Context: an optimization exercise on an open-source flow, tuned for small area and a short achievable clock period. The choices shown serve that exercise and are no tape-out recipe.
Only simulation tests tie the RTL to the original design; equivalence was not proved.

## flow/standard.sh

```bash
#!/bin/bash
# synth_recipe.tcl (not shown) runs the flow's synth.tcl, then flattens the netlist and writes it again
# the make line also repeats each setting of config.mk as NAME=value (left out here)
make -C /OpenROAD-flow-scripts/flow DESIGN_CONFIG=/design/flow/config.mk WORK_HOME=/design/flow/orfs CLKGATE_MAP_FILE= SYNTH_SCRIPT=/design/flow/synth_recipe.tcl "${@:-finish}"
```

## flow/design.v

```verilog
module multiplier_8bit (
    input signed [7:0] A,
    input signed [7:0] B,
    output signed [15:0] P
);
    wire pp1;
    assign pp1 = ~(A[0] & B[0]);
    wire pp2;
    assign pp2 = ~(A[0] & B[1]);
    wire pp3;
    assign pp3 = ~(A[0] & B[2]);
    wire pp4;
    assign pp4 = ~(A[0] & B[3]);
    wire pp5;
    assign pp5 = ~(A[0] & B[4]);
    wire pp6;
    assign pp6 = ~(A[0] & B[5]);
    wire pp7;
    assign pp7 = ~(A[0] & B[6]);
    wire pp8;
    assign pp8 = A[0] & B[7];
    wire pp9;
    assign pp9 = ~(A[1] & B[0]);
    wire pp10;
    assign pp10 = ~(A[1] & B[1]);
    wire pp11;
    assign pp11 = ~(A[1] & B[2]);
    wire pp12;
    assign pp12 = ~(A[1] & B[3]);
    wire pp13;
    assign pp13 = ~(A[1] & B[4]);
    wire pp14;
    assign pp14 = ~(A[1] & B[5]);
    wire pp15;
    assign pp15 = ~(A[1] & B[6]);
    wire pp16;
    assign pp16 = A[1] & B[7];
    wire pp17;
    assign pp17 = ~(A[2] & B[0]);
    wire pp18;
    assign pp18 = ~(A[2] & B[1]);
    wire pp19;
    assign pp19 = ~(A[2] & B[2]);
    wire pp20;
    assign pp20 = ~(A[2] & B[3]);
    wire pp21;
    assign pp21 = ~(A[2] & B[4]);
    wire pp22;
    assign pp22 = ~(A[2] & B[5]);
    wire pp23;
    assign pp23 = ~(A[2] & B[6]);
    wire pp24;
    assign pp24 = A[2] & B[7];
    wire pp25;
    assign pp25 = ~(A[3] & B[0]);
    wire pp26;
    assign pp26 = ~(A[3] & B[1]);
    wire pp27;
    assign pp27 = ~(A[3] & B[2]);
    wire pp28;
    assign pp28 = ~(A[3] & B[3]);
    wire pp29;
    assign pp29 = ~(A[3] & B[4]);
    wire pp30;
    assign pp30 = ~(A[3] & B[5]);
    wire pp31;
    assign pp31 = ~(A[3] & B[6]);
    wire pp32;
    assign pp32 = A[3] & B[7];
    wire pp33;
    assign pp33 = ~(A[4] & B[0]);
    wire pp34;
    assign pp34 = ~(A[4] & B[1]);
    wire pp35;
    assign pp35 = ~(A[4] & B[2]);
    wire pp36;
    assign pp36 = ~(A[4] & B[3]);
    wire pp37;
    assign pp37 = ~(A[4] & B[4]);
    wire pp38;
    assign pp38 = ~(A[4] & B[5]);
    wire pp39;
    assign pp39 = ~(A[4] & B[6]);
    wire pp40;
    assign pp40 = A[4] & B[7];
    wire pp41;
    assign pp41 = ~(A[5] & B[0]);
    wire pp42;
    assign pp42 = ~(A[5] & B[1]);
    wire pp43;
    assign pp43 = ~(A[5] & B[2]);
    wire pp44;
    assign pp44 = ~(A[5] & B[3]);
    wire pp45;
    assign pp45 = ~(A[5] & B[4]);
    wire pp46;
    assign pp46 = ~(A[5] & B[5]);
    wire pp47;
    assign pp47 = ~(A[5] & B[6]);
    wire pp48;
    assign pp48 = A[5] & B[7];
    wire pp49;
    assign pp49 = ~(A[6] & B[0]);
    wire pp50;
    assign pp50 = ~(A[6] & B[1]);
    wire pp51;
    assign pp51 = ~(A[6] & B[2]);
    wire pp52;
    assign pp52 = ~(A[6] & B[3]);
    wire pp53;
    assign pp53 = ~(A[6] & B[4]);
    wire pp54;
    assign pp54 = ~(A[6] & B[5]);
    wire pp55;
    assign pp55 = ~(A[6] & B[6]);
    wire pp56;
    assign pp56 = A[6] & B[7];
    wire pp57;
    assign pp57 = A[7] & B[0];
    wire pp58;
    assign pp58 = A[7] & B[1];
    wire pp59;
    assign pp59 = A[7] & B[2];
    wire pp60;
    assign pp60 = A[7] & B[3];
    wire pp61;
    assign pp61 = A[7] & B[4];
    wire pp62;
    assign pp62 = A[7] & B[5];
    wire pp63;
    assign pp63 = A[7] & B[6];
    wire pp64;
    assign pp64 = ~(A[7] & B[7]);
    wire s65;
    wire c66;
    xn_cell u67 (.a(pp7), .b(pp14), .y(s65));
    or_cell u68 (.a(pp7), .b(pp14), .y(c66));
    wire s69;
    wire c70;
    fa_cell u71 (.a(pp8), .b(pp15), .c(pp22), .s(s69), .co(c70));
    wire s72;
    wire c73;
    xn_cell u74 (.a(pp29), .b(pp36), .y(s72));
    or_cell u75 (.a(pp29), .b(pp36), .y(c73));
    wire s76;
    wire c77;
    ha_cell u78 (.a(pp16), .b(pp23), .s(s76), .co(c77));
    wire s79;
    wire c80;
    fa_cell u81 (.a(pp30), .b(pp37), .c(pp44), .s(s79), .co(c80));
    wire s82;
    wire c83;
    fa_cell u84 (.a(pp24), .b(pp31), .c(pp38), .s(s82), .co(c83));
    wire s85;
    wire c86;
    xn_cell u87 (.a(pp5), .b(pp12), .y(s85));
    or_cell u88 (.a(pp5), .b(pp12), .y(c86));
    wire s89;
    wire c90;
    fa_cell u91 (.a(pp6), .b(pp13), .c(pp20), .s(s89), .co(c90));
    wire s92;
    wire c93;
    xn_cell u94 (.a(pp27), .b(pp34), .y(s92));
    or_cell u95 (.a(pp27), .b(pp34), .y(c93));
    wire s96;
    wire c97;
    fa_cell u98 (.a(pp21), .b(pp28), .c(pp35), .s(s96), .co(c97));
    wire s99;
    wire c100;
    fa_cell u101 (.a(pp42), .b(pp49), .c(s65), .s(s99), .co(c100));
    wire s102;
    wire c103;
    fa_cell u104 (.a(pp43), .b(pp50), .c(pp57), .s(s102), .co(c103));
    wire s105;
    wire c106;
    fa_cell u107 (.a(c66), .b(s72), .c(s69), .s(s105), .co(c106));
    wire s108;
    wire c109;
    fa_cell u110 (.a(pp51), .b(pp58), .c(c73), .s(s108), .co(c109));
    wire s111;
    wire c112;
    fa_cell u113 (.a(s76), .b(c70), .c(s79), .s(s111), .co(c112));
    wire s114;
    wire c115;
    fa_cell u116 (.a(pp45), .b(pp52), .c(pp59), .s(s114), .co(c115));
    wire s117;
    wire c118;
    fa_cell u119 (.a(c77), .b(c80), .c(s82), .s(s117), .co(c118));
    wire s120;
    wire c121;
    fa_cell u122 (.a(pp32), .b(pp39), .c(pp46), .s(s120), .co(c121));
    wire s123;
    wire c124;
    fa_cell u125 (.a(pp53), .b(pp60), .c(c83), .s(s123), .co(c124));
    wire s126;
    wire c127;
    fa_cell u128 (.a(pp40), .b(pp47), .c(pp54), .s(s126), .co(c127));
    wire s129;
    wire c130;
    xn_cell u131 (.a(pp4), .b(pp11), .y(s129));
    or_cell u132 (.a(pp4), .b(pp11), .y(c130));
    wire s133;
    wire c134;
    fa_cell u135 (.a(pp19), .b(pp26), .c(pp33), .s(s133), .co(c134));
    wire s136;
    wire c137;
    fa_cell u138 (.a(pp41), .b(c86), .c(s92), .s(s136), .co(c137));
    wire s139;
    wire c140;
    fa_cell u141 (.a(c93), .b(c90), .c(s96), .s(s139), .co(c140));
    wire s142;
    wire c143;
    fa_cell u144 (.a(c97), .b(s102), .c(c100), .s(s142), .co(c143));
    wire s145;
    wire c146;
    fa_cell u147 (.a(c103), .b(s108), .c(c106), .s(s145), .co(c146));
    wire s148;
    wire c149;
    fa_cell u150 (.a(s114), .b(c109), .c(c112), .s(s148), .co(c149));
    wire s151;
    wire c152;
    fa_cell u153 (.a(c115), .b(s120), .c(s123), .s(s151), .co(c152));
    wire s154;
    wire c155;
    fa_cell u156 (.a(pp61), .b(c121), .c(s126), .s(s154), .co(c155));
    wire s157;
    wire c158;
    fa_cell u159 (.a(pp48), .b(pp55), .c(pp62), .s(s157), .co(c158));
    wire s160;
    wire c161;
    xn_cell u162 (.a(pp3), .b(pp10), .y(s160));
    or_cell u163 (.a(pp3), .b(pp10), .y(c161));
    wire s164;
    wire c165;
    fa_cell u166 (.a(pp18), .b(pp25), .c(s129), .s(s164), .co(c165));
    wire s167;
    wire c168;
    fa_cell u169 (.a(c130), .b(s85), .c(s133), .s(s167), .co(c168));
    wire s170;
    wire c171;
    fa_cell u172 (.a(c134), .b(s89), .c(s136), .s(s170), .co(c171));
    wire s173;
    wire c174;
    fa_cell u175 (.a(c137), .b(s99), .c(s139), .s(s173), .co(c174));
    wire s176;
    wire c177;
    fa_cell u178 (.a(c140), .b(s105), .c(s142), .s(s176), .co(c177));
    wire s179;
    wire c180;
    fa_cell u181 (.a(s111), .b(c143), .c(s145), .s(s179), .co(c180));
    wire s182;
    wire c183;
    fa_cell u184 (.a(s117), .b(c146), .c(s148), .s(s182), .co(c183));
    wire s185;
    wire c186;
    fa_cell u187 (.a(c118), .b(c149), .c(s151), .s(s185), .co(c186));
    wire s188;
    wire c189;
    fa_cell u190 (.a(c124), .b(s154), .c(c152), .s(s188), .co(c189));
    wire s191;
    wire c192;
    fa_cell u193 (.a(c127), .b(s157), .c(c155), .s(s191), .co(c192));
    wire s194;
    wire c195;
    fa_cell u196 (.a(pp56), .b(pp63), .c(c158), .s(s194), .co(c195));
    wire s197;
    wire c198;
    assign s197 = ~(pp2 ^ pp9);
    assign c198 = pp2 | pp9;
    wire s199;
    wire c200;
    fa_cell u201 (.a(c198), .b(pp17), .c(s160), .s(s199), .co(c200));
    wire s202;
    wire c203;
    fa_cell u204 (.a(c161), .b(c200), .c(s164), .s(s202), .co(c203));
    wire s205;
    wire c206;
    fa_cell u207 (.a(c165), .b(s167), .c(c203), .s(s205), .co(c206));
    wire s208;
    wire c209;
    fa_cell u210 (.a(c168), .b(s170), .c(c206), .s(s208), .co(c209));
    wire s211;
    wire c212;
    ha_cell u213 (.a(c171), .b(s173), .s(s211), .co(c212));
    wire s214;
    wire c215;
    ha_cell u216 (.a(c174), .b(s176), .s(s214), .co(c215));
    wire s217;
    wire c218;
    ha_cell u219 (.a(c177), .b(s179), .s(s217), .co(c218));
    wire s220;
    wire c221;
    ha_cell u222 (.a(c180), .b(s182), .s(s220), .co(c221));
    wire s223;
    wire c224;
    ha_cell u225 (.a(c183), .b(s185), .s(s223), .co(c224));
    wire s226;
    wire c227;
    ha_cell u228 (.a(c186), .b(s188), .s(s226), .co(c227));
    wire s229;
    wire c230;
    ha_cell u231 (.a(c189), .b(s191), .s(s229), .co(c230));
    wire s232;
    wire c233;
    ha_cell u234 (.a(c192), .b(s194), .s(s232), .co(c233));
    wire s235;
    wire c236;
    ha_cell u237 (.a(pp64), .b(c195), .s(s235), .co(c236));
    wire g238;
    wire p239;
    assign g238 = 1'b0 & 1'b1;
    assign p239 = 1'b0 ^ 1'b1;
    wire g240;
    assign g240 = c212 | (s211 & c209);
    wire G241;
    ao_cell u242 (.g(c215), .p(s214), .c(g240), .y(G241));
    wire P243;
    assign P243 = s214 & s211;
    wire G244;
    ao_cell u245 (.g(c221), .p(s220), .c(c218), .y(G244));
    wire P246;
    assign P246 = s220 & s217;
    wire G247;
    ao_cell u248 (.g(c227), .p(s226), .c(c224), .y(G247));
    wire P249;
    assign P249 = s226 & s223;
    wire G250;
    ao_cell u251 (.g(c233), .p(s232), .c(c230), .y(G250));
    wire P252;
    assign P252 = s232 & s229;
    wire G253;
    ao_cell u254 (.g(g238), .p(p239), .c(c236), .y(G253));
    wire P255;
    assign P255 = p239 & s235;
    wire G256;
    ao_cell u257 (.g(G244), .p(P246), .c(G241), .y(G256));
    wire P258;
    assign P258 = P246 & P243;
    wire G259;
    ao_cell u260 (.g(G250), .p(P252), .c(G247), .y(G259));
    wire P261;
    assign P261 = P252 & P249;
    wire G262;
    ao_cell u263 (.g(G259), .p(P261), .c(G256), .y(G262));
    wire P264;
    assign P264 = P261 & P258;
    wire G265;
    ao_cell u266 (.g(G247), .p(P249), .c(G256), .y(G265));
    wire P267;
    assign P267 = P249 & P258;
    wire G268;
    ao_cell u269 (.g(G253), .p(P255), .c(G262), .y(G268));
    wire P270;
    assign P270 = P255 & P264;
    wire G271;
    ao_cell u272 (.g(c218), .p(s217), .c(G241), .y(G271));
    wire P273;
    assign P273 = s217 & P243;
    wire G274;
    ao_cell u275 (.g(c224), .p(s223), .c(G256), .y(G274));
    wire P276;
    assign P276 = s223 & P258;
    wire G277;
    ao_cell u278 (.g(c230), .p(s229), .c(G265), .y(G277));
    wire P279;
    assign P279 = s229 & P267;
    wire G280;
    ao_cell u281 (.g(c236), .p(s235), .c(G262), .y(G280));
    wire P282;
    assign P282 = s235 & P264;
    wire sum283;
    assign sum283 = ~(s211 ^ c209);
    wire sum284;
    assign sum284 = ~(s214 ^ g240);
    wire sum285;
    assign sum285 = ~(s217 ^ G241);
    wire sum286;
    assign sum286 = ~(s220 ^ G271);
    wire sum287;
    assign sum287 = ~(s223 ^ G256);
    wire sum288;
    assign sum288 = ~(s226 ^ G274);
    wire sum289;
    assign sum289 = ~(s229 ^ G265);
    wire sum290;
    assign sum290 = ~(s232 ^ G277);
    wire sum291;
    assign sum291 = ~(s235 ^ G262);
    wire sum292;
    assign sum292 = ~(p239 ^ G280);
    assign P = {sum292, sum291, sum290, sum289, sum288, sum287, sum286, sum285, sum284, sum283, ~s208, ~s205, ~s202, ~s199, ~s197, ~pp1};
endmodule
module adder_16bit (
    input signed [15:0] A,
    input signed [15:0] B,
    input signed [15:0] C,
    input signed [15:0] D,
    output signed [17:0] S
);
    wire s1;
    wire c2;
    ha_cell u3 (.a(A[0]), .b(B[0]), .s(s1), .co(c2));
    wire s4;
    wire c5;
    fa_cell u6 (.a(A[1]), .b(B[1]), .c(C[1]), .s(s4), .co(c5));
    wire s7;
    wire c8;
    fa_cell u9 (.a(A[2]), .b(B[2]), .c(C[2]), .s(s7), .co(c8));
    wire s10;
    wire c11;
    fa_cell u12 (.a(A[3]), .b(B[3]), .c(C[3]), .s(s10), .co(c11));
    wire s13;
    wire c14;
    fa_cell u15 (.a(A[4]), .b(B[4]), .c(C[4]), .s(s13), .co(c14));
    wire s16;
    wire c17;
    fa_cell u18 (.a(A[5]), .b(B[5]), .c(C[5]), .s(s16), .co(c17));
    wire s19;
    wire c20;
    fa_cell u21 (.a(A[6]), .b(B[6]), .c(C[6]), .s(s19), .co(c20));
    wire s22;
    wire c23;
    fa_cell u24 (.a(A[7]), .b(B[7]), .c(C[7]), .s(s22), .co(c23));
    wire s25;
    wire c26;
    fa_cell u27 (.a(A[8]), .b(B[8]), .c(C[8]), .s(s25), .co(c26));
    wire s28;
    wire c29;
    fa_cell u30 (.a(A[9]), .b(B[9]), .c(C[9]), .s(s28), .co(c29));
    wire s31;
    wire c32;
    fa_cell u33 (.a(A[10]), .b(B[10]), .c(C[10]), .s(s31), .co(c32));
    wire s34;
    wire c35;
    fa_cell u36 (.a(A[11]), .b(B[11]), .c(C[11]), .s(s34), .co(c35));
    wire s37;
    wire c38;
    fa_cell u39 (.a(A[12]), .b(B[12]), .c(C[12]), .s(s37), .co(c38));
    wire s40;
    wire c41;
    fa_cell u42 (.a(A[13]), .b(B[13]), .c(C[13]), .s(s40), .co(c41));
    wire s43;
    wire c44;
    fa_cell u45 (.a(A[14]), .b(B[14]), .c(C[14]), .s(s43), .co(c44));
    wire s46;
    wire c47;
    fa_cell u48 (.a(~A[15]), .b(~B[15]), .c(~C[15]), .s(s46), .co(c47));
    wire s49;
    wire c50;
    ha_cell u51 (.a(C[0]), .b(D[0]), .s(s49), .co(c50));
    wire s52;
    wire c53;
    fa_cell u54 (.a(D[1]), .b(c2), .c(s4), .s(s52), .co(c53));
    wire s55;
    wire c56;
    fa_cell u57 (.a(D[2]), .b(c5), .c(s7), .s(s55), .co(c56));
    wire s58;
    wire c59;
    fa_cell u60 (.a(D[3]), .b(c8), .c(s10), .s(s58), .co(c59));
    wire s61;
    wire c62;
    fa_cell u63 (.a(D[4]), .b(c11), .c(s13), .s(s61), .co(c62));
    wire s64;
    wire c65;
    fa_cell u66 (.a(D[5]), .b(c14), .c(s16), .s(s64), .co(c65));
    wire s67;
    wire c68;
    fa_cell u69 (.a(D[6]), .b(c17), .c(s19), .s(s67), .co(c68));
    wire s70;
    wire c71;
    fa_cell u72 (.a(D[7]), .b(c20), .c(s22), .s(s70), .co(c71));
    wire s73;
    wire c74;
    fa_cell u75 (.a(D[8]), .b(c23), .c(s25), .s(s73), .co(c74));
    wire s76;
    wire c77;
    fa_cell u78 (.a(D[9]), .b(c26), .c(s28), .s(s76), .co(c77));
    wire s79;
    wire c80;
    fa_cell u81 (.a(D[10]), .b(c29), .c(s31), .s(s79), .co(c80));
    wire s82;
    wire c83;
    fa_cell u84 (.a(D[11]), .b(c32), .c(s34), .s(s82), .co(c83));
    wire s85;
    wire c86;
    fa_cell u87 (.a(D[12]), .b(c35), .c(s37), .s(s85), .co(c86));
    wire s88;
    wire c89;
    fa_cell u90 (.a(D[13]), .b(c38), .c(s40), .s(s88), .co(c89));
    wire s91;
    wire c92;
    fa_cell u93 (.a(D[14]), .b(c41), .c(s43), .s(s91), .co(c92));
    wire s94;
    wire c95;
    fa_cell u96 (.a(~D[15]), .b(c44), .c(s46), .s(s94), .co(c95));
    wire s97;
    wire c98;
    ha_cell u99 (.a(s1), .b(s49), .s(s97), .co(c98));
    wire s100;
    wire c101;
    ha_cell u102 (.a(c50), .b(s52), .s(s100), .co(c101));
    wire s103;
    wire c104;
    ha_cell u105 (.a(c53), .b(s55), .s(s103), .co(c104));
    wire s106;
    wire c107;
    ha_cell u108 (.a(c56), .b(s58), .s(s106), .co(c107));
    wire s109;
    wire c110;
    ha_cell u111 (.a(c59), .b(s61), .s(s109), .co(c110));
    wire s112;
    wire c113;
    ha_cell u114 (.a(c62), .b(s64), .s(s112), .co(c113));
    wire s115;
    wire c116;
    ha_cell u117 (.a(c65), .b(s67), .s(s115), .co(c116));
    wire s118;
    wire c119;
    ha_cell u120 (.a(c68), .b(s70), .s(s118), .co(c119));
    wire s121;
    wire c122;
    ha_cell u123 (.a(c71), .b(s73), .s(s121), .co(c122));
    wire s124;
    wire c125;
    ha_cell u126 (.a(c74), .b(s76), .s(s124), .co(c125));
    wire s127;
    wire c128;
    ha_cell u129 (.a(c77), .b(s79), .s(s127), .co(c128));
    wire s130;
    wire c131;
    ha_cell u132 (.a(c80), .b(s82), .s(s130), .co(c131));
    wire s133;
    wire c134;
    ha_cell u135 (.a(c83), .b(s85), .s(s133), .co(c134));
    wire s136;
    wire c137;
    ha_cell u138 (.a(c86), .b(s88), .s(s136), .co(c137));
    wire s139;
    wire c140;
    ha_cell u141 (.a(c89), .b(s91), .s(s139), .co(c140));
    wire s142;
    wire c143;
    ha_cell u144 (.a(c92), .b(s94), .s(s142), .co(c143));
    wire s145;
    wire c146;
    ha_cell u147 (.a(c47), .b(c95), .s(s145), .co(c146));
    wire g148;
    wire p149;
    assign g148 = 1'b1 & 1'b0;
    assign p149 = 1'b1 ^ 1'b0;
    wire G150;
    ao_cell u151 (.g(c101), .p(s100), .c(c98), .y(G150));
    wire P152;
    assign P152 = s100 & s97;
    wire G153;
    ao_cell u154 (.g(c107), .p(s106), .c(c104), .y(G153));
    wire P155;
    assign P155 = s106 & s103;
    wire G156;
    ao_cell u157 (.g(c113), .p(s112), .c(c110), .y(G156));
    wire P158;
    assign P158 = s112 & s109;
    wire G159;
    ao_cell u160 (.g(c119), .p(s118), .c(c116), .y(G159));
    wire P161;
    assign P161 = s118 & s115;
    wire G162;
    ao_cell u163 (.g(c125), .p(s124), .c(c122), .y(G162));
    wire P164;
    assign P164 = s124 & s121;
    wire G165;
    ao_cell u166 (.g(c131), .p(s130), .c(c128), .y(G165));
    wire P167;
    assign P167 = s130 & s127;
    wire G168;
    ao_cell u169 (.g(c137), .p(s136), .c(c134), .y(G168));
    wire P170;
    assign P170 = s136 & s133;
    wire G171;
    ao_cell u172 (.g(c143), .p(s142), .c(c140), .y(G171));
    wire P173;
    assign P173 = s142 & s139;
    wire G174;
    ao_cell u175 (.g(g148), .p(p149), .c(c146), .y(G174));
    wire P176;
    assign P176 = p149 & s145;
    wire G177;
    ao_cell u178 (.g(c104), .p(s103), .c(G150), .y(G177));
    wire P179;
    assign P179 = s103 & P152;
    wire G180;
    ao_cell u181 (.g(G153), .p(P155), .c(G150), .y(G180));
    wire P182;
    assign P182 = P155 & P152;
    wire G183;
    ao_cell u184 (.g(c116), .p(s115), .c(G156), .y(G183));
    wire P185;
    assign P185 = s115 & P158;
    wire G186;
    ao_cell u187 (.g(G159), .p(P161), .c(G156), .y(G186));
    wire P188;
    assign P188 = P161 & P158;
    wire G189;
    ao_cell u190 (.g(c128), .p(s127), .c(G162), .y(G189));
    wire P191;
    assign P191 = s127 & P164;
    wire G192;
    ao_cell u193 (.g(G165), .p(P167), .c(G162), .y(G192));
    wire P194;
    assign P194 = P167 & P164;
    wire G195;
    ao_cell u196 (.g(c140), .p(s139), .c(G168), .y(G195));
    wire P197;
    assign P197 = s139 & P170;
    wire G198;
    ao_cell u199 (.g(G171), .p(P173), .c(G168), .y(G198));
    wire P200;
    assign P200 = P173 & P170;
    wire G201;
    ao_cell u202 (.g(c110), .p(s109), .c(G180), .y(G201));
    wire P203;
    assign P203 = s109 & P182;
    wire G204;
    ao_cell u205 (.g(G156), .p(P158), .c(G180), .y(G204));
    wire P206;
    assign P206 = P158 & P182;
    wire G207;
    ao_cell u208 (.g(G183), .p(P185), .c(G180), .y(G207));
    wire P209;
    assign P209 = P185 & P182;
    wire G210;
    ao_cell u211 (.g(G186), .p(P188), .c(G180), .y(G210));
    wire P212;
    assign P212 = P188 & P182;
    wire G213;
    ao_cell u214 (.g(c134), .p(s133), .c(G192), .y(G213));
    wire P215;
    assign P215 = s133 & P194;
    wire G216;
    ao_cell u217 (.g(G168), .p(P170), .c(G192), .y(G216));
    wire P218;
    assign P218 = P170 & P194;
    wire G219;
    ao_cell u220 (.g(G195), .p(P197), .c(G192), .y(G219));
    wire P221;
    assign P221 = P197 & P194;
    wire G222;
    ao_cell u223 (.g(G198), .p(P200), .c(G192), .y(G222));
    wire P224;
    assign P224 = P200 & P194;
    wire G225;
    ao_cell u226 (.g(c122), .p(s121), .c(G210), .y(G225));
    wire P227;
    assign P227 = s121 & P212;
    wire G228;
    ao_cell u229 (.g(G162), .p(P164), .c(G210), .y(G228));
    wire P230;
    assign P230 = P164 & P212;
    wire G231;
    ao_cell u232 (.g(G189), .p(P191), .c(G210), .y(G231));
    wire P233;
    assign P233 = P191 & P212;
    wire G234;
    ao_cell u235 (.g(G192), .p(P194), .c(G210), .y(G234));
    wire P236;
    assign P236 = P194 & P212;
    wire G237;
    ao_cell u238 (.g(G213), .p(P215), .c(G210), .y(G237));
    wire P239;
    assign P239 = P215 & P212;
    wire G240;
    ao_cell u241 (.g(G216), .p(P218), .c(G210), .y(G240));
    wire P242;
    assign P242 = P218 & P212;
    wire G243;
    ao_cell u244 (.g(G219), .p(P221), .c(G210), .y(G243));
    wire P245;
    assign P245 = P221 & P212;
    wire G246;
    ao_cell u247 (.g(G222), .p(P224), .c(G210), .y(G246));
    wire P248;
    assign P248 = P224 & P212;
    wire G249;
    ao_cell u250 (.g(c146), .p(s145), .c(G246), .y(G249));
    wire P251;
    assign P251 = s145 & P248;
    wire G252;
    ao_cell u253 (.g(G174), .p(P176), .c(G246), .y(G252));
    wire P254;
    assign P254 = P176 & P248;
    wire sum255;
    assign sum255 = s100 ^ c98;
    wire sum256;
    assign sum256 = s103 ^ G150;
    wire sum257;
    assign sum257 = s106 ^ G177;
    wire sum258;
    assign sum258 = s109 ^ G180;
    wire sum259;
    assign sum259 = s112 ^ G201;
    wire sum260;
    assign sum260 = s115 ^ G204;
    wire sum261;
    assign sum261 = s118 ^ G207;
    wire sum262;
    assign sum262 = s121 ^ G210;
    wire sum263;
    assign sum263 = s124 ^ G225;
    wire sum264;
    assign sum264 = s127 ^ G228;
    wire sum265;
    assign sum265 = s130 ^ G231;
    wire sum266;
    assign sum266 = s133 ^ G234;
    wire sum267;
    assign sum267 = s136 ^ G237;
    wire sum268;
    assign sum268 = s139 ^ G240;
    wire sum269;
    assign sum269 = s142 ^ G243;
    wire sum270;
    assign sum270 = s145 ^ G246;
    wire sum271;
    assign sum271 = p149 ^ G249;
    assign S = {sum271, sum270, sum269, sum268, sum267, sum266, sum265, sum264, sum263, sum262, sum261, sum260, sum259, sum258, sum257, sum256, sum255, s97};
endmodule
module xn_cell (
    input a,
    input b,
    output y
);
    assign y = ~(a ^ b);
endmodule
module or_cell (
    input a,
    input b,
    output y
);
    assign y = a | b;
endmodule
module fa_cell (
    input a,
    input b,
    input c,
    output s,
    output co
);
    assign s = a ^ b ^ c;
    assign co = (a & b) | (a & c) | (b & c);
endmodule
module ha_cell (
    input a,
    input b,
    output s,
    output co
);
    assign s = a ^ b;
    assign co = a & b;
endmodule
module ao_cell (
    input g,
    input p,
    input c,
    output y
);
    assign y = g | (p & c);
endmodule
module hac_cell (
    input a,
    input b,
    output s,
    output co
);
    assign s = ~(a ^ b);
    assign co = a | b;
endmodule
module adder_18bit (
    input signed [17:0] A,
    input signed [17:0] B,
    output signed [18:0] S
);
    wire s1;
    wire c2;
    ha_cell u3 (.a(A[0]), .b(B[0]), .s(s1), .co(c2));
    wire s4;
    wire c5;
    ha_cell u6 (.a(A[1]), .b(B[1]), .s(s4), .co(c5));
    wire s7;
    wire c8;
    ha_cell u9 (.a(A[2]), .b(B[2]), .s(s7), .co(c8));
    wire s10;
    wire c11;
    ha_cell u12 (.a(A[3]), .b(B[3]), .s(s10), .co(c11));
    wire s13;
    wire c14;
    ha_cell u15 (.a(A[4]), .b(B[4]), .s(s13), .co(c14));
    wire s16;
    wire c17;
    ha_cell u18 (.a(A[5]), .b(B[5]), .s(s16), .co(c17));
    wire s19;
    wire c20;
    ha_cell u21 (.a(A[6]), .b(B[6]), .s(s19), .co(c20));
    wire s22;
    wire c23;
    ha_cell u24 (.a(A[7]), .b(B[7]), .s(s22), .co(c23));
    wire s25;
    wire c26;
    ha_cell u27 (.a(A[8]), .b(B[8]), .s(s25), .co(c26));
    wire s28;
    wire c29;
    ha_cell u30 (.a(A[9]), .b(B[9]), .s(s28), .co(c29));
    wire s31;
    wire c32;
    ha_cell u33 (.a(A[10]), .b(B[10]), .s(s31), .co(c32));
    wire s34;
    wire c35;
    ha_cell u36 (.a(A[11]), .b(B[11]), .s(s34), .co(c35));
    wire s37;
    wire c38;
    ha_cell u39 (.a(A[12]), .b(B[12]), .s(s37), .co(c38));
    wire s40;
    wire c41;
    ha_cell u42 (.a(A[13]), .b(B[13]), .s(s40), .co(c41));
    wire s43;
    wire c44;
    ha_cell u45 (.a(A[14]), .b(B[14]), .s(s43), .co(c44));
    wire s46;
    wire c47;
    ha_cell u48 (.a(A[15]), .b(B[15]), .s(s46), .co(c47));
    wire s49;
    wire c50;
    ha_cell u51 (.a(A[16]), .b(B[16]), .s(s49), .co(c50));
    wire s52;
    wire c53;
    ha_cell u54 (.a(A[17]), .b(B[17]), .s(s52), .co(c53));
    wire s55;
    wire c56;
    ha_cell u57 (.a(A[17]), .b(B[17]), .s(s55), .co(c56));
    wire G58;
    ao_cell u59 (.g(c5), .p(s4), .c(c2), .y(G58));
    wire P60;
    assign P60 = s4 & s1;
    wire G61;
    ao_cell u62 (.g(c11), .p(s10), .c(c8), .y(G61));
    wire P63;
    assign P63 = s10 & s7;
    wire G64;
    ao_cell u65 (.g(c17), .p(s16), .c(c14), .y(G64));
    wire P66;
    assign P66 = s16 & s13;
    wire G67;
    ao_cell u68 (.g(c23), .p(s22), .c(c20), .y(G67));
    wire P69;
    assign P69 = s22 & s19;
    wire G70;
    ao_cell u71 (.g(c29), .p(s28), .c(c26), .y(G70));
    wire P72;
    assign P72 = s28 & s25;
    wire G73;
    ao_cell u74 (.g(c35), .p(s34), .c(c32), .y(G73));
    wire P75;
    assign P75 = s34 & s31;
    wire G76;
    ao_cell u77 (.g(c41), .p(s40), .c(c38), .y(G76));
    wire P78;
    assign P78 = s40 & s37;
    wire G79;
    ao_cell u80 (.g(c47), .p(s46), .c(c44), .y(G79));
    wire P81;
    assign P81 = s46 & s43;
    wire G82;
    ao_cell u83 (.g(c53), .p(s52), .c(c50), .y(G82));
    wire P84;
    assign P84 = s52 & s49;
    wire G85;
    ao_cell u86 (.g(G61), .p(P63), .c(G58), .y(G85));
    wire P87;
    assign P87 = P63 & P60;
    wire G88;
    ao_cell u89 (.g(G67), .p(P69), .c(G64), .y(G88));
    wire P90;
    assign P90 = P69 & P66;
    wire G91;
    ao_cell u92 (.g(G73), .p(P75), .c(G70), .y(G91));
    wire P93;
    assign P93 = P75 & P72;
    wire G94;
    ao_cell u95 (.g(G79), .p(P81), .c(G76), .y(G94));
    wire P96;
    assign P96 = P81 & P78;
    wire G97;
    ao_cell u98 (.g(G88), .p(P90), .c(G85), .y(G97));
    wire P99;
    assign P99 = P90 & P87;
    wire G100;
    ao_cell u101 (.g(G94), .p(P96), .c(G91), .y(G100));
    wire P102;
    assign P102 = P96 & P93;
    wire G103;
    ao_cell u104 (.g(G100), .p(P102), .c(G97), .y(G103));
    wire P105;
    assign P105 = P102 & P99;
    wire G106;
    ao_cell u107 (.g(G91), .p(P93), .c(G97), .y(G106));
    wire P108;
    assign P108 = P93 & P99;
    wire G109;
    ao_cell u110 (.g(G64), .p(P66), .c(G85), .y(G109));
    wire P111;
    assign P111 = P66 & P87;
    wire G112;
    ao_cell u113 (.g(G70), .p(P72), .c(G97), .y(G112));
    wire P114;
    assign P114 = P72 & P99;
    wire G115;
    ao_cell u116 (.g(G76), .p(P78), .c(G106), .y(G115));
    wire P117;
    assign P117 = P78 & P108;
    wire G118;
    ao_cell u119 (.g(G82), .p(P84), .c(G103), .y(G118));
    wire P120;
    assign P120 = P84 & P105;
    wire G121;
    ao_cell u122 (.g(c8), .p(s7), .c(G58), .y(G121));
    wire P123;
    assign P123 = s7 & P60;
    wire G124;
    ao_cell u125 (.g(c14), .p(s13), .c(G85), .y(G124));
    wire P126;
    assign P126 = s13 & P87;
    wire G127;
    ao_cell u128 (.g(c20), .p(s19), .c(G109), .y(G127));
    wire P129;
    assign P129 = s19 & P111;
    wire G130;
    ao_cell u131 (.g(c26), .p(s25), .c(G97), .y(G130));
    wire P132;
    assign P132 = s25 & P99;
    wire G133;
    ao_cell u134 (.g(c32), .p(s31), .c(G112), .y(G133));
    wire P135;
    assign P135 = s31 & P114;
    wire G136;
    ao_cell u137 (.g(c38), .p(s37), .c(G106), .y(G136));
    wire P138;
    assign P138 = s37 & P108;
    wire G139;
    ao_cell u140 (.g(c44), .p(s43), .c(G115), .y(G139));
    wire P141;
    assign P141 = s43 & P117;
    wire G142;
    ao_cell u143 (.g(c50), .p(s49), .c(G103), .y(G142));
    wire P144;
    assign P144 = s49 & P105;
    wire G145;
    ao_cell u146 (.g(c56), .p(s55), .c(G118), .y(G145));
    wire P147;
    assign P147 = s55 & P120;
    wire sum148;
    assign sum148 = s4 ^ c2;
    wire sum149;
    assign sum149 = s7 ^ G58;
    wire sum150;
    assign sum150 = s10 ^ G121;
    wire sum151;
    assign sum151 = s13 ^ G85;
    wire sum152;
    assign sum152 = s16 ^ G124;
    wire sum153;
    assign sum153 = s19 ^ G109;
    wire sum154;
    assign sum154 = s22 ^ G127;
    wire sum155;
    assign sum155 = s25 ^ G97;
    wire sum156;
    assign sum156 = s28 ^ G130;
    wire sum157;
    assign sum157 = s31 ^ G112;
    wire sum158;
    assign sum158 = s34 ^ G133;
    wire sum159;
    assign sum159 = s37 ^ G106;
    wire sum160;
    assign sum160 = s40 ^ G136;
    wire sum161;
    assign sum161 = s43 ^ G115;
    wire sum162;
    assign sum162 = s46 ^ G139;
    wire sum163;
    assign sum163 = s49 ^ G103;
    wire sum164;
    assign sum164 = s52 ^ G142;
    wire sum165;
    assign sum165 = s55 ^ G118;
    assign S = {sum165, sum164, sum163, sum162, sum161, sum160, sum159, sum158, sum157, sum156, sum155, sum154, sum153, sum152, sum151, sum150, sum149, sum148, s1};
endmodule
module int8_mac_tree (
    input clk,  
    input reset,  
    input signed [7:0] in0,
    input signed [7:0] in1,
    input signed [7:0] in2,
    input signed [7:0] in3,
    input signed [7:0] in4,
    input signed [7:0] in5,
    input signed [7:0] in6,
    input signed [7:0] in7,
    input signed [7:0] in8,
    input signed [7:0] in9,
    input signed [7:0] in10,
    input signed [7:0] in11,
    input signed [7:0] in12,
    input signed [7:0] in13,
    input signed [7:0] in14,
    input signed [7:0] in15,
    output signed [31:0] out,
    output reg signed [15:0] prod0, prod1, prod2, prod3, prod4, prod5, prod6, prod7,
    output signed [17:0] sum_level2_0, sum_level2_1
);
    wire signed [15:0] p0, p1, p2, p3, p4, p5, p6, p7;
    multiplier_8bit mul0 (.A(in0),  .B(in1),  .P(p0));
    multiplier_8bit mul1 (.A(in2),  .B(in3),  .P(p1));
    multiplier_8bit mul2 (.A(in4),  .B(in5),  .P(p2));
    multiplier_8bit mul3 (.A(in6),  .B(in7),  .P(p3));
    multiplier_8bit mul4 (.A(in8),  .B(in9),  .P(p4));
    multiplier_8bit mul5 (.A(in10), .B(in11), .P(p5));
    multiplier_8bit mul6 (.A(in12), .B(in13), .P(p6));
    multiplier_8bit mul7 (.A(in14), .B(in15), .P(p7));
    always @(posedge clk or posedge reset) begin
        if (reset) begin
            prod0 <= 16'h0; prod1 <= 16'h0; prod2 <= 16'h0; prod3 <= 16'h0;
            prod4 <= 16'h0; prod5 <= 16'h0; prod6 <= 16'h0; prod7 <= 16'h0;
        end else begin
            prod0 <= p0; prod1 <= p1; prod2 <= p2; prod3 <= p3;
            prod4 <= p4; prod5 <= p5; prod6 <= p6; prod7 <= p7;
        end
    end
    adder_16bit sum0 (.A(prod0), .B(prod1), .C(prod2), .D(prod3), .S(sum_level2_0));
    adder_16bit sum1 (.A(prod4), .B(prod5), .C(prod6), .D(prod7), .S(sum_level2_1));
    reg signed [18:0] out_r;
    wire signed [18:0] out_sum;
    adder_18bit add_final (.A(sum_level2_0), .B(sum_level2_1), .S(out_sum));
    always @(posedge clk or posedge reset) begin
        if (reset)
            out_r <= 19'h0;
        else
            out_r <= out_sum;
    end
    assign out = out_r;
endmodule
```

## flow/flow/run.sh

```bash
#!/bin/bash
# Standard layout, with the port buffers made from a plain buffer cell
# instead of the delay buffer buffer_ports picks on its own, and timing
# repair aiming at a setup slack of 6.0 ns.
set -euo pipefail
export BUFFER_PORTS_ARGS="-buffer_cell sky130_fd_sc_hd__buf_1"
bash standard.sh SETUP_SLACK_MARGIN=6.0 finish > standard.log 2>&1
```

## flow/config.mk

```make
export PLATFORM = sky130hd
export DESIGN_NAME = int8_mac_tree
export DESIGN_NICKNAME = int8_mac_tree
export VERILOG_FILES = /design/flow/design.v
export SDC_FILE = /design/flow/constraint.sdc
export NUM_CORES = 4
export LEC_CHECK = 0
export CAP_MARGIN = 20
export CORE_MARGIN = 2
export CORE_UTILIZATION = 65
export SLEW_MARGIN = 20
export SYNTH_HIERARCHICAL = 1
export SYNTH_MINIMUM_KEEP_SIZE = 0
```

## flow/constraint.sdc

```tcl
create_clock -name core_clock -period 12.0 [get_ports {clk}]
set_input_delay 2.4000 -clock core_clock [delete_from_list [all_inputs] [get_ports {clk}]]
set_output_delay 2.4000 -clock core_clock [all_outputs]
set_load 0.01 [all_outputs]
```

==> results.env, run 1 <==
OUTCOME='timing/DRC/antenna clean'
MAX_CAP_VIOL_COUNT=0
VIA_COUNT=14100
ROUTABILITY_DRIVEN_PLACEMENT_CONGESTION_RATIO=0.956
GLOBALROUTETOTALUTIL_PCT=31.4
WORSTPATHARRIVAL_NS=3.54
CTS_BUFFERS=17
TIMING.SLEW.HEADROOM_PCT=39.7
GRT_PASS1_WL_UM=78600
CTS_ROOT_CELL='sky130_fd_sc_hd__clkbuf_16'
REPORT.FINAL.HOLD_VIOL_COUNT=0
CLOCK_LATENCY_NS=0.45
SETUP_VIOL=0
FINALCLOCKSKEW_NS=0.0208
YOSYS_WARNINGS=7
DRV_SLEW=0
TRANSITION_AT_THE_PIN_WITH_THE_SMALLEST_MAX_TRANSITION_SLACK_NS=0.903
FLOORPLAN.IO_PINS=326
PLACEMENT.IO_BUFFERS=325
TOTALNEGATIVESETUPSLACK_NS=0
SYNTHESIS.AREA_UM2=20600
CRIT_PATH_MAX_FANOUT=6
DRT-WIRELENGTH-PER-CELL_UM=19.7
GRT.OVERFLOW.TOTAL=0
LAYOUT-DRIVE-GT1-SHARE_PCT=4.71
MAX-CLOCK-PATH-BUFFERS=2
POSTSYNTHAREAPERCELL_UM2=10.8
MAX_CLOCK_FREQ_MHz=168
DIE_AREA_UM2=33100
FINAL.MIN_CLOCK_PERIOD_NS=5.94
DIE_W_UM=182
SYNTH_COMMONEST_CELLS='sky130_fd_sc_hd__nand2_1, sky130_fd_sc_hd__fa_1, sky130_fd_sc_hd__and2_1'
SYNTH_TOP_CELLS_BY_AREA='sky130_fd_sc_hd__fa_1, sky130_fd_sc_hd__dfrtp_1, sky130_fd_sc_hd__ha_1'
LAYOUT_SETUP_WS_NS=6.06
DRT_DRC_VIOLATIONS_LEFT=0
SORT_OF_ELEMENT_AT_THE_END_OF_THE_CRITICAL_PATH='output pin'
VIAS_PER_CELL=5.64
WORST_SETUP_PATH_START_KIND='register'
TIMING.SETUP.CRITICAL_PATH_CLASS='reg -> out'
TRITONCTS_CLOCK_TREE='yes'
DESIGN.FINAL.NETS=2743
YOSYS.CELL_COUNT.TOP_TYPE='sky130_fd_sc_hd__nand2_1'
N_FILL_CELL=2484
YS_TYPES=20
TIMING.FINAL.CRIT_SHARE_PCT=49.5
HTREEDEPTH=4
POST-DP-HPWL_UM=41900
FIRST_GLOBAL_VIAS=14900
LARGEST_NET_DEGREE_AT_THE_START_OF_GLOBAL_ROUTING=60
INITIAL_CELL_DENSITY_OF_THE_CORE_PCT=65.6
WORSTPATHREQUIRED_NS=9.60
ROUTED_WL_UM=49400
ROW_COUNT=65
SYNTH_ENABLE_FLOP_CELLS=0
ANTENNA_VIOLATIONS_BEFORE_REPAIR=2
DIE_H_UM=182
PATH_CLK_SLEW_NS=0.07
SYNTHTOLAYOUTAREAGROWTH_PCT=6.52
SYNTH-MAIN-FF-CELL='sky130_fd_sc_hd__dfrtp_1'
SYNTH_ASYNC_SR_FLOP_SHARE_PCT=100
POSTSYNTHCELLCOUNT=1912
PLACE_WS_NS=5.77
SYNTH_SEQUENTIAL_AREA_RATIO_PCT=17.9
SYNTH.FF_LATCH_COUNT=147
CORE_AREA_UM2=31400
YOSYS.AREA.TOP_TYPE='sky130_fd_sc_hd__fa_1'
RSZ0062_AT_GRT='false'
NETLIST.AREA_LEADER.SHARE_PCT=36.2
MIN-DELAY-PATH-CLASS='reg -> reg'
POSTLAYOUTCOREUTIL_PCT=69.9
SYNTHESIS.NETS=2567
DIODES=0
DETAIL-ROUTE-ANTENNA-NETS=0
DR.PASS1.ITERS=5
DRT_ITER0_DRC=854
CTS_NUM_SINKS=147
[registers in the layout, summed over array words and instances, names as in the netlist]
| signal | flops |
|---|---|
| prod3 | 16 |
| out_r | 19 |
| prod4 | 16 |
| prod1 | 16 |
| prod6 | 16 |
| prod2 | 16 |
| prod7 | 16 |
| prod5 | 16 |
| prod0 | 16 |
[area by class of cell]
cell class / instances / area, µm² / area share [%]
sequential: 147 / 3680 / 16.8
multi-input combinational: 1525 / 15600 / 71.2
tap: 402 / 503 / 2.29
clock buffer: 18 / 429 / 1.96
timing repair buffer: 336 / 1320 / 6.02
inverter: 61 / 233 / 1.06
clock inverter: 14 / 158 / 0.719
[critical path: stages, from the launching register on]
cell                      delay (ns)
sky130_fd_sc_hd__dfrtp_2        0.48
sky130_fd_sc_hd__fa_1           0.48
sky130_fd_sc_hd__fa_1           0.54
sky130_fd_sc_hd__ha_4           0.21
sky130_fd_sc_hd__a21o_1         0.19
sky130_fd_sc_hd__a21o_4         0.25
sky130_fd_sc_hd__a21o_4         0.26
sky130_fd_sc_hd__a21o_1         0.22
sky130_fd_sc_hd__xor2_2         0.27
sky130_fd_sc_hd__buf_2          0.19
[per-module statistics from Yosys (local to each module, per instance), a selection]
module | cells | times used
int8_mac_tree | 161 | 1
adder_16bit | 57 | 2
adder_18bit | 49 | 1
fa_cell | 1 | 372
ha_cell | 1 | 137
xn_cell | 1 | 48
ao_cell | 1 | 191
or_cell | 1 | 48
[layer usage]
layer | global-route usage, % | wire length, µm | vias to the layer above
met5 | 0 | 0 | -
met4 | 8.87 | 1310 | 0
met3 | 7.00 | 3860 | 68
met2 | 49.4 | 23200 | 557
met1 | 44.4 | 21100 | 7223
li1 | - | - | 6267
[cells in the final DEF (no fill, tap or decap), types with 6 or more instances in the layout]
master / synthesis / final
sky130_fd_sc_hd__a21o_1: 191 / 187
sky130_fd_sc_hd__and2_1: 193 / 193
sky130_fd_sc_hd__and3_1: 10 / 10
sky130_fd_sc_hd__buf_1: 0 / 311
sky130_fd_sc_hd__buf_2: 32 / 11
sky130_fd_sc_hd__buf_4: 148 / 11
sky130_fd_sc_hd__clkbuf_16: 0 / 17
sky130_fd_sc_hd__dfrtp_1: 147 / 144
sky130_fd_sc_hd__fa_1: 372 / 372
sky130_fd_sc_hd__ha_1: 153 / 144
sky130_fd_sc_hd__ha_4: 0 / 9
sky130_fd_sc_hd__inv_1: 61 / 58
sky130_fd_sc_hd__inv_8: 0 / 6
sky130_fd_sc_hd__nand2_1: 376 / 376
sky130_fd_sc_hd__or2_1: 48 / 48
sky130_fd_sc_hd__or2_4: 8 / 8
sky130_fd_sc_hd__xnor2_1: 104 / 104
sky130_fd_sc_hd__xnor2_2: 8 / 8
sky130_fd_sc_hd__xor2_1: 50 / 44
sky130_fd_sc_hd__xor2_2: 0 / 6
[path summary, 6_finish.rpt]
kind / from / endpoint / slack [ns] / cells after the start
min reg2reg: prod3[0]$_DFF_PP0_ / out_r[0]$_DFF_PP0_ / 0.83 / 3
max in group asynchronous: reset / prod3[2]$_DFF_PP0_ / 8.63 / 3
min in group asynchronous: reset / prod4[15]$_DFF_PP0_ / 2.13 / 2
min: prod3[0]$_DFF_PP0_ / out_r[0]$_DFF_PP0_ / 0.83 / 3
max reg2reg: prod6[1]$_DFF_PP0_ / out_r[18]$_DFF_PP0_ / 7.43 / 15
max: prod2[1]$_DFF_PP0_ / sum_level2_0[16] / 6.06 / 9
[cell families (layout without fill, tap and decap cells)]
| logic type | after synthesis | after routing | synth area share (%) |
|---|---|---|---|
| and+or+nand+nor | 646 | 646 | 15.2 |
| xor gates and xnor gates | 162 | 162 | 7.18 |
| AOI/OAI and AO/OA | 191 | 192 | 6.96 |
| buffers and inverters | 241 | 429 | 7.29 |
| DFF | 147 | 147 | 17.9 |
| adders and majority gates | 525 | 525 | 45.5 |
[per-stage QoR]
stage | hold WS (ns) | std cells | instance area (µm²)
2_1_floorplan | 0.953 | 1912 | 20600
3_3_place_gp | 0.787 | 2461 | 21100
3_5_place_dp | 0.811 | 2461 | 21100
4_1_cts | 0.827 | 2493 | 21700
5_1_grt | 0.866 | 2503 | 21900
6_report | 0.834 | 2503 | 21900
[timing repair]
item | in CTS | in global routing
setup endpoints to repair | 19 | 19
cloned | 0 | 1
buffers inserted | 0 | 9
hold buffers | 0 | 0
pin swaps | 2 | 5
gates resized for setup | 19 | 27
==> run 2, diff against run 1 <==
--- a/flow/config.mk
+++ b/flow/config.mk
@@ -9,3 +9,5 @@
 export CORE_MARGIN = 2
-export CORE_UTILIZATION = 65
+export CORE_UTILIZATION = 72
+export CTS_CLUSTER_DIAMETER = 100
+export CTS_CLUSTER_SIZE = 30
 export SLEW_MARGIN = 20
==> results.env, run 2 <==
CRIT_PATH_MAX_FANOUT=9
YOSYS.AREA.TOP_TYPE='sky130_fd_sc_hd__fa_1'
DESIGN.FINAL.NETS=2738
ROUTABILITY_DRIVEN_PLACEMENT_CONGESTION_RATIO=0.994
PATH_CLK_SLEW_NS=0.07
MOSTFREQUENTLAYOUTCELLS='sky130_fd_sc_hd__nand2_1, sky130_fd_sc_hd__fa_1, sky130_fd_sc_hd__buf_1, sky130_fd_sc_hd__and2_1, sky130_fd_sc_hd__a21o_1'
YOSYS_WARNINGS=7
POST-DP-HPWL_UM=42600
DIE_W_UM=173
FINAL_DESIGN_AREA_NO_FILL_UM2=21800
DETAIL-ROUTE-ANTENNA-NETS=0
DRT_ITER0_DRC=1040
ROUTE.TOP_LAYER_USED='met4'
DPL.CELL_COUNT=2437
VIA_COUNT=14300
SYNTH_COMMONEST_CELLS='sky130_fd_sc_hd__nand2_1, sky130_fd_sc_hd__fa_1, sky130_fd_sc_hd__and2_1'
MAX_CLOCK_FREQ_MHz=169
MIN-DELAY-PATH-CLASS='reg -> reg'
WORSTPATHREQUIRED_NS=9.60
SYNTHESIS.AREA_UM2=20600
CTS_NUM_SINKS=147
SYNTH_SEQUENTIAL_AREA_RATIO_PCT=17.9
DIODES=0
MAX-CLOCK-PATH-BUFFERS=2
SORT_OF_ELEMENT_AT_THE_END_OF_THE_CRITICAL_PATH='output pin'
HTREEDEPTH=4
SYNTH_TOP_CELLS_BY_AREA='sky130_fd_sc_hd__fa_1, sky130_fd_sc_hd__dfrtp_1, sky130_fd_sc_hd__ha_1'
DRT_DRC_VIOLATIONS_LEFT=0
SYNTH.FF_LATCH_COUNT=147
SYNTH_ENABLE_FLOP_CELLS=0
TIMING.SETUP.CRITICAL_PATH_CLASS='reg -> out'
LAYOUT_COMMONEST_CELL='sky130_fd_sc_hd__nand2_1'
SYNTH_ASYNC_SR_FLOP_SHARE_PCT=100
LARGEST_REG_FLOPS=19
DIE_H_UM=173
FLOORPLAN.IO_PINS=326
DETAIL_ROUTE.WIRELENGTH.MET1_UM=20600
REPORT.FINAL.HOLD_VIOL_COUNT=0
PLACED_CELL_AREA_UM2=21000
LAYOUT-DRIVE-GT1-SHARE_PCT=4.01
POSTSYNTHAREAPERCELL_UM2=10.8
DIE_AREA_UM2=30000
RSZ0062_AT_GRT='true'
CORE_AREA_UM2=27900
HOLD_BUFFERS=0
SYNTHESIS.NETS=2567
INSTANCES_NO_FILL=2474
FIRST_GLOBAL_VIAS=15200
FINALCLOCKSKEW_NS=0.00841
MAX_CAP_VIOL_COUNT=0
OUTCOME='timing/DRC/antenna clean'
CTS_ROOT_CELL='sky130_fd_sc_hd__clkbuf_16'
DRV_SLEW=0
YOSYS.CELL_COUNT.TOP_TYPE='sky130_fd_sc_hd__nand2_1'
SYNTH-MAIN-FF-CELL='sky130_fd_sc_hd__dfrtp_1'
POSTLAYOUTCOREUTIL_PCT=78.0
TRANSITION_AT_THE_PIN_WITH_THE_SMALLEST_MAX_TRANSITION_SLACK_NS=0.962
WL_MET2_UM=24000
HOLD_SLACK_NS=0.781
LAYOUT_SETUP_WS_NS=6.07
ROUTED_WL_UM=50800
LARGEST_NET_DEGREE_AT_THE_START_OF_GLOBAL_ROUTING=78
VIAS_PER_CELL=5.79
POSTSYNTHCELLCOUNT=1912
GRT.OVERFLOW.TOTAL=0
TIMING.FINAL.CRIT_SHARE_PCT=49.4
GLOBALROUTETOTALUTIL_PCT=35.8
CTS_BUFFERS=17
YS_TYPES=20
TRITONCTS_CLOCK_TREE='yes'
ANTENNA_VIOLATIONS_BEFORE_REPAIR=1
SYNTHTOLAYOUTAREAGROWTH_PCT=5.80
INITIAL_CELL_DENSITY_OF_THE_CORE_PCT=73.7
WORSTPATHARRIVAL_NS=3.53
DR.PASS1.ITERS=5
GRT_PASS1_WL_UM=82100
PLACE_WS_NS=5.73
TIMING.SLEW.HEADROOM_PCT=35.9
MET3_WIRELENGTH_UM=4210
CLOCK_LATENCY_NS=0.43
LARGEST-REGISTER='out_r'
SETUP_VIOL=0
WORST_SETUP_PATH_START_KIND='register'
NETLIST.AREA_LEADER.SHARE_PCT=36.2
ROW_COUNT=61
FINAL.MIN_CLOCK_PERIOD_NS=5.93
DRT-WIRELENGTH-PER-CELL_UM=20.5
PLACEMENT.IO_BUFFERS=325
TOTALNEGATIVESETUPSLACK_NS=0
run 2: timing repair:
action                                  in CTS  in global routing
gates resized for setup                     15                 20
buffers inserted                             0                  4
endpoints found under the setup margin      14                 20
hold endpoints to repair                     0                  0
pin swaps                                    0                  1
run 2: final cells by class:
class	instances	area, µm²
repair buffers	332	1320
clock buffers	20	447
clock inverters	12	143
inverters	61	233
fillers	1873	6150
well taps	378	473
flip-flops and latches	147	3680
multi-input cells	1524	15500
run 2: modules after synthesis, one instance, submodules excluded:
module,cells inside,area [µm²]
ao_cell,1,7.51
int8_mac_tree,161,3780
adder_18bit,49,382
xn_cell,1,8.76
or_cell,1,6.26
adder_16bit,57,408
ha_cell,1,12.5
fa_cell,1,20.0
multiplier_8bit,99,537
run 2: cells by family (layout without fill, tap and decap cells):
family	Yosys count	after routing	share of synthesized area [%]
compound gates	191	191	6.96
xor+xnor	162	162	7.18
fa+ha+maj	525	525	45.5
buf+inv	241	425	7.29
flops	147	147	17.9
simple gates	646	646	15.2
run 2: per-layer routing:
metal / vias to the layer above / global-route usage (%)
met5: - / 0
met4: 0 / 13.2
met3: 121 / 8.33
met2: 639 / 56.1
met1: 7303 / 49.4
li1: 6265 / -
run 2: path summary, 6_finish.rpt:
kind	from	endpoint	slack, ns	cells after the start
min	prod3[0]$_DFF_PP0_	out_r[0]$_DFF_PP0_	0.78	3
min reg2reg	prod3[0]$_DFF_PP0_	out_r[0]$_DFF_PP0_	0.78	3
min in group asynchronous	reset	prod4[15]$_DFF_PP0_	2.26	3
max in group asynchronous	reset	prod0[1]$_DFF_PP0_	8.56	5
max reg2reg	prod4[2]$_DFF_PP0_	out_r[15]$_DFF_PP0_	7.48	16
max	prod4[2]$_DFF_PP0_	sum_level2_1[13]	6.07	9
run 2: worst max-delay path: stages (launching register included):
cell,delay [ns]
sky130_fd_sc_hd__dfrtp_1,0.44
sky130_fd_sc_hd__fa_1,0.58
sky130_fd_sc_hd__fa_1,0.43
sky130_fd_sc_hd__ha_1,0.34
sky130_fd_sc_hd__and2_1,0.16
sky130_fd_sc_hd__a21o_1,0.23
sky130_fd_sc_hd__a21o_4,0.27
sky130_fd_sc_hd__a21o_1,0.19
sky130_fd_sc_hd__xor2_2,0.25
sky130_fd_sc_hd__buf_1,0.20
==> run 3, diff against run 2 <==
--- a/flow/config.mk
+++ b/flow/config.mk
@@ -11,3 +11,3 @@
 export CTS_CLUSTER_DIAMETER = 100
-export CTS_CLUSTER_SIZE = 30
+export CTS_CLUSTER_SIZE = 50
 export SLEW_MARGIN = 20
==> results.env, run 3 <==
SORT_OF_ELEMENT_AT_THE_END_OF_THE_CRITICAL_PATH='output pin'
SYNTH_SEQUENTIAL_AREA_RATIO_PCT=17.9
INITIAL_CELL_DENSITY_OF_THE_CORE_PCT=73.7
HOLD_SLACK_NS=0.781
DRT-WIRELENGTH-PER-CELL_UM=20.5
HOLD_BUFFERS=0
DIE_AREA_UM2=30000
SYNTH-MAIN-FF-CELL='sky130_fd_sc_hd__dfrtp_1'
GLOBALROUTETOTALUTIL_PCT=35.8
POST-DP-HPWL_UM=42600
CRITICAL-PATH-TOP-DELAY-FAMILY='adder cells'
SYNTH_TOP_CELLS_BY_AREA='sky130_fd_sc_hd__fa_1, sky130_fd_sc_hd__dfrtp_1, sky130_fd_sc_hd__ha_1'
WORSTPATHARRIVAL_NS=3.53
SYNTH.FF_LATCH_COUNT=147
FLOORPLAN.IO_PINS=326
MIN-DELAY-PATH-CLASS='reg -> reg'
FINAL.MIN_CLOCK_PERIOD_NS=5.93
INSTANCES_NO_FILL=2474
CLOCK_LATENCY_NS=0.43
SYNTHESIS.AREA_UM2=20600
ROUTED_WL_UM=50800
SEQUENTIAL_CELL_AREA_UM2=3680
SYNTH_ENABLE_FLOP_CELLS=0
DETAIL-ROUTE-ANTENNA-NETS=0
FINAL_DESIGN_AREA_NO_FILL_UM2=21800
LARGEST_NET_DEGREE_AT_THE_START_OF_GLOBAL_ROUTING=78
N_FILL_CELL=1873
DIE_H_UM=173
OUTCOME='timing/DRC/antenna clean'
MAX_CLOCK_FREQ_MHz=169
WORST_HOLD_PATH.NUM_CELLS=3
LAYOUT_SETUP_WS_NS=6.07
SYNTH_TOP_FAMILY_BY_AREA='adder cells'
POSTSYNTHAREAPERCELL_UM2=10.8
WORSTHOLDSTART='prod3[0]$_DFF_PP0_'
TIMING.SETUP.CRITICAL_PATH_CLASS='reg -> out'
CRITPATHBUFINV=1
SETUP_VIOL=0
CTS_BUFFERS=17
SYNTHTOLAYOUTAREAGROWTH_PCT=5.80
SYNTH_COMPOUND_GATE_AREA_SHARE_PCT=6.96
WORST-R2R-CELL-COUNT=16
CORE_AREA_UM2=27900
FIRST_GLOBAL_VIAS=15200
LARGEST_REG_FLOPS=19
FINALCLOCKSKEW_NS=0.00841
POSTSYNTHCELLCOUNT=1912
DIODES=0
YOSYS_WARNINGS=7
GRT.OVERFLOW.TOTAL=0
YOSYS.CELL_COUNT.TOP_TYPE='sky130_fd_sc_hd__nand2_1'
YS_TYPES=20
MOSTFREQUENTLAYOUTCELLS='sky130_fd_sc_hd__nand2_1, sky130_fd_sc_hd__fa_1, sky130_fd_sc_hd__buf_1, sky130_fd_sc_hd__and2_1, sky130_fd_sc_hd__a21o_1'
CTS_ROOT_CELL='sky130_fd_sc_hd__clkbuf_16'
LARGEST-REGISTER='out_r'
REGTOREGSTARTPOINT='prod4[2]$_DFF_PP0_'
SYNTH_ASYNC_SR_FLOP_SHARE_PCT=100
WORST_SETUP_PATH_START_KIND='register'
DESIGN.FINAL.NETS=2738
LAYOUT_COMMONEST_CELL='sky130_fd_sc_hd__nand2_1'
MULTIINPUTGATEAREA_UM2=15500
LAYOUT-DRIVE-GT1-SHARE_PCT=4.01
VIA_COUNT=14300
DR.PASS1.ITERS=5
DPL.CELL_COUNT=2437
WORSTPATHREQUIRED_NS=9.60
YOSYS-MUX-AREA-FRACTION_PCT=0
SYNTH_FA_HA_AREA_SHARE_PCT=45.5
RSZ0062_AT_GRT='true'
VIAS_PER_CELL=5.79
SYNTH_COMMONEST_CELLS='sky130_fd_sc_hd__nand2_1, sky130_fd_sc_hd__fa_1, sky130_fd_sc_hd__and2_1'
REPORT.FINAL.HOLD_VIOL_COUNT=0
DRT_DRC_VIOLATIONS_LEFT=0
HTREEDEPTH=4
DRT_ITER0_DRC=1040
CTS_NUM_SINKS=147
TIMING.HOLD.WORST_ENDPOINT='out_r[0]$_DFF_PP0_'
PLACEMENT.IO_BUFFERS=325
ROW_COUNT=61
RRSETUPSLACK_NS=7.48
ROUTABILITY_DRIVEN_PLACEMENT_CONGESTION_RATIO=0.994
PATH_CELLS='fa_1 > fa_1 > ha_1 > and2_1 > a21o_1 > a21o_4 > a21o_1 > xor2_2 > buf_1'
TIMING.SLEW.HEADROOM_PCT=35.9
DRV_SLEW=0
WORST_PATH_MAX_DELAY_CELL='sky130_fd_sc_hd__fa_1'
SYNTH_XOR_XNOR_AREA_SHARE_PCT=7.18
SYNTHESIS.NETS=2567
MAX_CAP_VIOL_COUNT=0
TRANSITION_AT_THE_PIN_WITH_THE_SMALLEST_MAX_TRANSITION_SLACK_NS=0.962
TIMING.FINAL.CRIT_SHARE_PCT=49.4
POSTLAYOUTCOREUTIL_PCT=78.0
YOSYS.AREA.TOP_TYPE='sky130_fd_sc_hd__fa_1'
PLACE_WS_NS=5.73
NETLIST.AREA_LEADER.SHARE_PCT=36.2
TOTALNEGATIVESETUPSLACK_NS=0
GRT_PASS1_WL_UM=82100
REG2REG_TO='out_r[15]$_DFF_PP0_'
TRITONCTS_CLOCK_TREE='yes'
PATH_CLK_SLEW_NS=0.07
ANTENNA_VIOLATIONS_BEFORE_REPAIR=1
YOSYS.AREA_SHARE.SIMPLE_PCT=15.2
MAX-CLOCK-PATH-BUFFERS=2
DIE_W_UM=173
PLACED_CELL_AREA_UM2=21000
CRITICAL_PATH.MAX_STAGE_DELAY_NS=0.58
CRIT_PATH_MAX_FANOUT=9
## run 3: cell counts after synthesis
No cell type changed its count.
## run 3: per-module statistics from Yosys (local to each module, per instance)
module | area (µm²) | flip-flops and latches
adder_16bit | 408 | 0
adder_18bit | 382 | 0
ao_cell | 7.51 | 0
fa_cell | 20.0 | 0
ha_cell | 12.5 | 0
int8_mac_tree | 3780 | 147
multiplier_8bit | 537 | 0
or_cell | 6.26 | 0
xn_cell | 8.76 | 0
## run 3: logic make-up (layout without fill, tap and decap cells)
group / Yosys count / after routing
and+or+nand+nor: 646 / 646
xor gates and xnor gates: 162 / 162
buffers and inverters: 241 / 425
AOI/OAI and AO/OA: 191 / 191
adders and majority gates: 525 / 525
DFF: 147 / 147
## run 3: cell type report
type / count / area share, %
flip-flops and latches: 147 / 16.9
clock buffers: 20 / 2.05
inverters: 61 / 1.07
repair buffers: 332 / 6.07
multi-input cells: 1524 / 71.1
clock inverters: 12 / 0.655
well taps: 378 / 2.17
## run 3: worst reg2reg max path, cell delays in order (launching register included)
cell,delay (ns)
sky130_fd_sc_hd__dfrtp_1,0.44
sky130_fd_sc_hd__fa_1,0.58
sky130_fd_sc_hd__fa_1,0.43
sky130_fd_sc_hd__ha_1,0.34
sky130_fd_sc_hd__and2_1,0.16
sky130_fd_sc_hd__a21o_1,0.23
sky130_fd_sc_hd__buf_4,0.15
sky130_fd_sc_hd__a21o_1,0.15
sky130_fd_sc_hd__xor2_1,0.27
sky130_fd_sc_hd__ha_1,0.32
sky130_fd_sc_hd__and2_1,0.18
sky130_fd_sc_hd__and2_1,0.15
sky130_fd_sc_hd__a21o_1,0.25
sky130_fd_sc_hd__a21o_1,0.22
sky130_fd_sc_hd__a21o_1,0.19
sky130_fd_sc_hd__a21o_1,0.17
sky130_fd_sc_hd__xor2_1,0.14
## run 3: repair_timing
item / in CTS / in global routing
gates resized for setup: 15 / 20
setup buffers: 0 / 4
pin swaps: 0 / 1
setup endpoints to repair: 14 / 20
## run 3: layer usage
layer / vias up / part of all wire, % / global-route usage, %
met1: 7303 / 41 / 49.4
met5: - / 0 / 0
met4: 0 / 4.0 / 13.2
li1: 6265 / - / -
met2: 639 / 47 / 56.1
met3: 121 / 8.3 / 8.33
## run 3: worst max-delay path by stage
stage	end	from	slack, ns	depth (start not counted)
final	sum_level2_1[13]	prod4[2]$_DFF_PP0_	6.07	9
after global routing	sum_level2_0[14]	prod1[3]$_DFF_PP0_	5.95	9
after CTS	sum_level2_1[13]	prod4[3]$_DFF_PP0_	6.00	9
after detailed placement	prod2[13]$_DFF_PP0_	in5[2]	5.73	14
after global placement	prod1[13]$_DFF_PP0_	in3[1]	5.82	15
after floorplan	prod0[13]$_DFF_PP0_	in0[2]	6.12	14

==> port drivers added, routing unchanged <==
Ports are ideal in the flow. The routed layouts listed here were re-timed in OpenROAD. Step 1 assumes that a clkbuf_16 drives the clock port and a buf_2 every other input. Step 2 times the ports against the registers' clock, not the clock port: input delays grow and output delays shrink by t, the midpoint of the rising clock arrivals with the driver on. Three values: no drivers, after step 1, after step 2; two values: the first two.
run | t, ns | setup WS [ns] | latest minus earliest clock arrival (ns) | slew at the worst register clock pin (ns)
run 1 | 0.486 | 6.060 / 6.008 / 5.739 | 0.021 / 0.021 | 0.07 / 0.07
run 2 | 0.480 | 6.071 / 6.017 / 5.739 | 0.012 / 0.012 | 0.07 / 0.07
run 3 | 0.480 | 6.071 / 6.017 / 5.739 | 0.012 / 0.012 | 0.07 / 0.07
After both steps every run listed still meets setup and hold.
